Background: an optimization exercise with open tools, aiming at small area. Do not read the settings as production practice.
Where RTL was checked, it was by simulation tests only, not by an equivalence proof against the original.
Power and IR drop assume default switching activity.

run 1:
==> flow/design.v (excerpt) <==
module bf8b (
    input rst,
    input clk,
    input rx,
    input [31:0] data_in,
    output [31:0] data_out,
    output [29:0] addr,
    output [3:0] wes,
    output tx
);
Size: roughly 3700 cells after synthesis, about 1300 flip-flops, roughly 0.041 sq mm of cells after synthesis.
Settings: LEC_CHECK=0, CAP_MARGIN=20, CORE_MARGIN=2, CORE_UTILIZATION=50, SLEW_MARGIN=20; clock period 14.0 ns.
standard.sh (not shown) runs the stock make flow with config.mk's settings and CLKGATE_MAP_FILE= SYNTH_SCRIPT=/design/flow/synth_recipe.tcl, a recipe that flattens the netlist after the stock synthesis.
==> flow/flow/run.sh <==
#!/bin/bash
# The standard layout, with three of its steps tuned for area:
#  - synthesis maps the logic with an area-oriented ABC script (flow/abc_area.script)
#    instead of ORFS's delay-oriented one; everything else in the synthesis is the
#    standard one (synth_recipe.tcl), so the registers are the same;
#  - ports are buffered with buf_1 rather than the resizer's default delay cell;
#  - clock-tree sinks are clustered in larger groups.
set -euo pipefail
here=$(pwd)
{
  echo "proc abc {args} {"
  echo "  set i [lsearch -exact \$args -script]"
  echo "  if {\$i >= 0} { lset args [expr {\$i + 1}] $here/flow/abc_area.script }"
  echo "  yosys abc {*}\$args"
  echo "}"
  cat synth_recipe.tcl
} > area_synth.tcl
sed "s#SYNTH_SCRIPT=[^ ]*#SYNTH_SCRIPT=$here/area_synth.tcl#" standard.sh > area_standard.sh
export BUFFER_PORTS_ARGS="-buffer_cell sky130_fd_sc_hd__buf_1"
export CTS_ARGS="-sink_clustering_enable -repair_clock_nets -buf_list sky130_fd_sc_hd__clkbuf_4 -sink_clustering_size 10 -sink_clustering_max_diameter 40 -dont_use_dummy_load"
bash area_standard.sh > standard.log 2>&1
==> flow/flow/abc_area.script <==
&get -n
&st
&syn2
&dch
&nf -R 1000
&put
> inputs changed (run 1 -> run 2)
-- flow/flow/run.sh --
<<< run 1, line 20
export CTS_ARGS="-sink_clustering_enable -repair_clock_nets -buf_list sky130_fd_sc_hd__clkbuf_4 -sink_clustering_size 10 -sink_clustering_max_diameter 40 -dont_use_dummy_load"
>>> run 2, line 20
export CTS_ARGS="-sink_clustering_enable -repair_clock_nets -buf_list {sky130_fd_sc_hd__clkbuf_4 sky130_fd_sc_hd__clkbuf_8} -sink_clustering_size 12 -sink_clustering_max_diameter 40 -dont_use_dummy_load"
==> summary.txt <==
- There was hardly any difference in multi-input gate area in the final layout between run 1 and run 2.
- In the metrics for run 2 and run 1, the one carrying the lower time the final worst path needs with I/O delays and setup is run 2.
- Run 2 vs. run 1: width of the die has remained practically unchanged; final design area excluding fillers up about 1.8%.
- Going from run 1 to run 2, power went up by 440 uW, clock network power share went up by 4.9 points, post-synthesis simple-gate area fraction now sits at about the same level.
- Final cell count, run 2 and run 1: higher on run 1
- Side by side, total length of routed met3 wires turned out lower in run 2 than in run 1.
- Cmp run 2 vs run 1: post-route worst setup slack higher in run 2
For run 3, these inputs were changed with respect to run 2:
Settings: CORE_UTILIZATION now 60, was 50.
-- flow/flow/run.sh --
<<< run 2, line 20
export CTS_ARGS="-sink_clustering_enable -repair_clock_nets -buf_list {sky130_fd_sc_hd__clkbuf_4 sky130_fd_sc_hd__clkbuf_8} -sink_clustering_size 12 -sink_clustering_max_diameter 40 -dont_use_dummy_load"
>>> run 3, line 20
export CTS_ARGS="-sink_clustering_enable -repair_clock_nets -buf_list sky130_fd_sc_hd__clkbuf_8 -sink_clustering_size 16 -sink_clustering_max_diameter 60 -dont_use_dummy_load"
[summary]
Detailed-routed wire length on met2, run 3 vs run 2: up by a few percent. [run 3] sequential group share of total power rose 3.5 points relative to run 2. Run 3 against run 2: clock skew shrank by 0.015 ns, total non-filler cell area in the finished layout shrank by 2.0%, share of power burned in combinational logic grew by 0.5 points. Looking only at sequential share of layout area, and setting everything else aside, the lower value of run 3 and run 2 goes to run 2.
Modified inputs, run 4 compared to run 3
Settings: swapping 60 for 55 in CORE_UTILIZATION.
==> comparison <==
Length in cells of the worst reg-to-reg path, run 4 vs run 3: down by a few percent. [compare] base=run 3 new=run 4: DRC violation total after the first TritonRoute iteration saw a decrease; final HPWL from detailed placement now sits higher.
The inputs of run 5 differ from those of run 4 as listed below.
Settings: CORE_UTILIZATION: 55 -> 50.
## What came out
Sum of met2 wire segment lengths after detailed routing delta for run 5 relative to run 4: about 5.4% lower
Run comparison: run 5 library cell contributing the largest single delay on the critical path sky130_fd_sc_hd__a2111oi_0; run 4 library cell contributing the largest single delay on the critical path sky130_fd_sc_hd__buf_1
Area inside the core boundary: run 5 > run 4
Compared with run 4, run 5 instantiates a larger number of cells.
Run 4 and run 5 ended up with nearly the same synthesized instance count.
Sort run 4 and run 5 by final critical path time including I/O delays and setup asc -> top: run 5
Status | run 4 and run 5 | clean
Per the comparison of run 5 with run 4, core utilization of the finished layout decreased by 5.4 points relative to the old numbers; number of buffers created by CTS increased by 3.1% relative to the old numbers; sum of routed wire length over all layers decreased by about 4% relative to the old numbers; global-route usage decreased by 4.2 points relative to the old numbers.
In the metrics for run 4 and run 5, the one carrying the higher half-perimeter wire length after placement is run 4.

---

Setup of job 9293:
Another version of the RTL of bf8b (not shown whole).
clock: 14.0 ns
lec_check: 0
cap_margin: 20
core_margin: 2
core_utilization: 35
slew_margin: 20
==> flow/flow/run.sh <==
#!/bin/bash
# The standard layout, with three of its steps tuned for area:
#  - synthesis maps the logic with an area-oriented ABC script (flow/abc_area.script)
#    instead of ORFS's delay-oriented one; everything else in the synthesis is the
#    standard one (synth_recipe.tcl), so the registers are the same;
#  - ports are buffered with buf_2 rather than the resizer's default delay cell;
#  - clock-tree sinks are clustered in larger groups.
set -euo pipefail
here=$(pwd)
{
  echo "proc abc {args} {"
  echo "  set i [lsearch -exact \$args -script]"
  echo "  if {\$i >= 0} { lset args [expr {\$i + 1}] $here/flow/abc_area.script }"
  echo "  yosys abc {*}\$args"
  echo "}"
  cat synth_recipe.tcl
} > area_synth.tcl
sed "s#SYNTH_SCRIPT=[^ ]*#SYNTH_SCRIPT=$here/area_synth.tcl#" standard.sh > area_standard.sh
export BUFFER_PORTS_ARGS="-buffer_cell sky130_fd_sc_hd__buf_2"
export CTS_ARGS="-sink_clustering_enable -repair_clock_nets -sink_clustering_size 28 -sink_clustering_max_diameter 120"
bash area_standard.sh > standard.log 2>&1
==> flow/flow/abc_area.script <==
&get -n
&st
&dch
&nf -R 1000
&put
Job 9293 ran in full, but the layout does not pass; the checks complain about setup timing.
Input-level comparison between job 4053 and job 9293:
==> flow/flow/run.sh <==
#!/bin/bash
# The standard layout, with two of its steps tuned for area:
#  - ports are buffered with buf_2 rather than the resizer's default delay cell;
#  - clock-tree sinks are clustered in larger groups.
set -euo pipefail
export BUFFER_PORTS_ARGS="-buffer_cell sky130_fd_sc_hd__buf_2"
export CTS_ARGS="-sink_clustering_enable -repair_clock_nets -sink_clustering_size 28 -sink_clustering_max_diameter 120 -dont_use_dummy_load"
bash standard.sh > standard.log 2>&1
removed: flow/flow/abc_area.script
--- outcome ---
Of job 9293 and job 4053, only job 9293 fails to finish with a clean layout.
Final checks on job 9293, whose flow otherwise completed, came back failing, citing setup timing.
On global routing usage on met3: job 4053 sits above job 9293.
Job 4053 ended up with a higher minimum setup slack in the final design than job 9293 did.
| maximum vdd drop | lower: job 9293 |
Job 9293 has a higher share of the clock period used by the worst path after layout than job 4053.
In the metrics for job 9293 and job 4053, the one carrying the higher number of global-route vias before repair is job 4053.
The following lists how job 785 was set up differently from job 4053:
# job 4053
export LEC_CHECK = 0
export CAP_MARGIN = 20
export CORE_MARGIN = 2
export CORE_UTILIZATION = 35
export SLEW_MARGIN = 20
create_clock -name core_clock -period 14.0 [get_ports {clk}]
# job 785
export LEC_CHECK = 0
export CAP_MARGIN = 20
export CORE_MARGIN = 2
export CORE_UTILIZATION = 35
export CTS_CLUSTER_DIAMETER = 120
export CTS_CLUSTER_SIZE = 28
export SLEW_MARGIN = 20
create_clock -name core_clock -period 14.0 [get_ports {clk}]
==> flow/run.sh (new file) <==
#!/bin/bash
# synth_recipe.tcl (not shown) runs the flow's synth.tcl, then flattens the netlist and writes it again
# the make line also repeats each setting of config.mk as NAME=value (left out here)
make -C /OpenROAD-flow-scripts/flow DESIGN_CONFIG=/design/flow/config.mk WORK_HOME=/design/flow/orfs CLKGATE_MAP_FILE= SYNTH_SCRIPT=/design/flow/synth_recipe.tcl finish
removed: flow/flow/run.sh
removed: flow/standard.sh
### Flow results
Every run in the comparison, job 4053 and job 785, completed the flow with a clean layout.
For the total power, job 785 came in 0.00023 W higher than job 4053 did.
On wire length, job 4053 beats job 785.
Layout clock buffer count: job 785 > job 4053
Of job 4053 and job 785, job 4053 shows the higher delay contributed by the slowest stage of the critical path, with job 785 below it.
On sequential power, job 4053 and job 785 are neck and neck.
Input changes introduced in job 4111 (baseline for comparison: job 785):
# job 785
export LEC_CHECK = 0
export CAP_MARGIN = 20
export CORE_MARGIN = 2
export CORE_UTILIZATION = 35
export CTS_CLUSTER_DIAMETER = 120
export CTS_CLUSTER_SIZE = 28
export SLEW_MARGIN = 20
create_clock -name core_clock -period 14.0 [get_ports {clk}]
# job 4111
export LEC_CHECK = 0
export CAP_MARGIN = 20
export CORE_MARGIN = 2
export CORE_UTILIZATION = 35
export SLEW_MARGIN = 20
create_clock -name core_clock -period 14.0 [get_ports {clk}]
==> flow/flow/run.sh (new file) <==
#!/bin/bash
# The standard layout, with two of its steps tuned for area:
#  - ports are buffered with buf_2 rather than the resizer's default delay cell;
#  - clock-tree sinks are clustered in larger groups.
set -euo pipefail
export BUFFER_PORTS_ARGS="-buffer_cell sky130_fd_sc_hd__buf_2"
export CTS_ARGS="-sink_clustering_enable -repair_clock_nets -sink_clustering_size 28 -sink_clustering_max_diameter 120"
bash standard.sh > standard.log 2>&1
==> flow/standard.sh (new file) <==
#!/bin/bash
# synth_recipe.tcl (not shown) runs the flow's synth.tcl, then flattens the netlist and writes it again
# the make line also repeats each setting of config.mk as NAME=value (left out here)
make -C /OpenROAD-flow-scripts/flow DESIGN_CONFIG=/design/flow/config.mk WORK_HOME=/design/flow/orfs CLKGATE_MAP_FILE= SYNTH_SCRIPT=/design/flow/synth_recipe.tcl "${@:-finish}"
removed: flow/run.sh
Findings:
- Of job 4111 and job 785, the higher clock power belongs to job 785.
- Lower number of antenna violations at the first check in global routing goes to job 785 over job 4111.
- Maximum clock frequency ends up higher on job 4111.
- Going from job 785 to job 4111, TritonCTS buffer count shrinks by 3.
- The lower routed length per instance came out of job 4111.
For job 4578, these inputs were changed with respect to job 4111:
==> flow/flow/run.sh <==
#!/bin/bash
# The standard layout, with three of its steps tuned for area:
#  - synthesis maps the logic with an area-oriented ABC script (flow/abc_area.script)
#    instead of ORFS's delay-oriented one; everything else in the synthesis is the
#    standard one (synth_recipe.tcl), so the registers are the same;
#  - ports are buffered with buf_2 rather than the resizer's default delay cell;
#  - clock-tree sinks are clustered in larger groups.
set -euo pipefail
here=$(pwd)
{
  echo "proc abc {args} {"
  echo "  set i [lsearch -exact \$args -script]"
  echo "  if {\$i >= 0} { lset args [expr {\$i + 1}] $here/flow/abc_area.script }"
  echo "  yosys abc {*}\$args"
  echo "}"
  cat synth_recipe.tcl
} > area_synth.tcl
sed "s#SYNTH_SCRIPT=[^ ]*#SYNTH_SCRIPT=$here/area_synth.tcl#" standard.sh > area_standard.sh
export BUFFER_PORTS_ARGS="-buffer_cell sky130_fd_sc_hd__buf_2"
export CTS_ARGS="-sink_clustering_enable -repair_clock_nets -sink_clustering_size 28 -sink_clustering_max_diameter 120"
bash area_standard.sh > standard.log 2>&1
==> flow/flow/abc_area.script (new file) <==
&get -n
&st
&dch
&nf -R 1000
&st
&syn2
&if -g -K 6
&synch2
&nf -R 1000
&st
&syn2
&if -g -K 6
&synch2
&nf -R 1000
&st
&syn2
&if -g -K 6
&synch2
&nf -R 1000
&st
&syn2
&if -g -K 6
&synch2
&nf -R 1000
&st
&syn2
&if -g -K 6
&synch2
&nf -R 1000
&put
buffer -c
topo
stime -c
upsize -c
dnsize -c
Results
- Between job 4578 and job 4111, the global-route met3 utilization is lower for job 4578.
- Wire length the detailed router placed on met1: job 4578 < job 4111
- In terms of worst path required time, job 4578 and job 4111 differ only marginally.
- Comparing the two runs side by side, job 4578 comes out ahead of job 4111 on switching power summed over all nets.
No functional check of the RTL was part of any run of this note.

[re-timing with driven ports]
How much do the figures lean on ideal ports? The routed layouts below were timed once more, with nothing changed but the port constraints. Step 1 (the two cells are an assumption about what drives the block):
set clk [get_ports {clk}]
set_driving_cell -lib_cell sky130_fd_sc_hd__clkbuf_16 $clk
set_driving_cell -lib_cell sky130_fd_sc_hd__buf_2 [delete_from_list [all_inputs] $clk]
Step 2 moves the port delays by t, midway between the first and last clock arrival at a register: inputs arrive t later, outputs are due t later. That takes back most of the time a late clock gives input paths. Slacks: ideal ports / drivers / drivers and shift; pairs: ideal ports / drivers.
run	t, ns	setup slack, ns	clock arrival spread, ns
run 1	1.012	1.338 / 1.316 / 1.316	0.149 / 0.150
run 2	0.804	1.372 / 1.350 / 1.350	0.136 / 0.136
run 3	0.801	0.898 / 0.869 / 0.869	0.120 / 0.121
run 4	0.766	0.984 / 0.883 / 0.883	0.121 / 0.121
run 5	0.758	1.304 / 1.281 / 1.281	0.176 / 0.177
job 9293	0.741	-0.123 / -0.152 / -0.152	0.052 / 0.052
job 4053	0.738	0.753 / 0.709 / 0.709	0.089 / 0.089
job 785	0.787	0.351 / 0.312 / 0.312	0.057 / 0.057
job 4111	0.764	0.669 / 0.630 / 0.630	0.043 / 0.043
job 4578	0.746	0.905 / 0.879 / 0.879	0.056 / 0.056
For run 4, which loses most, drivers alone change the setup slack by -0.101 ns; drivers and shift together by -0.101 ns.
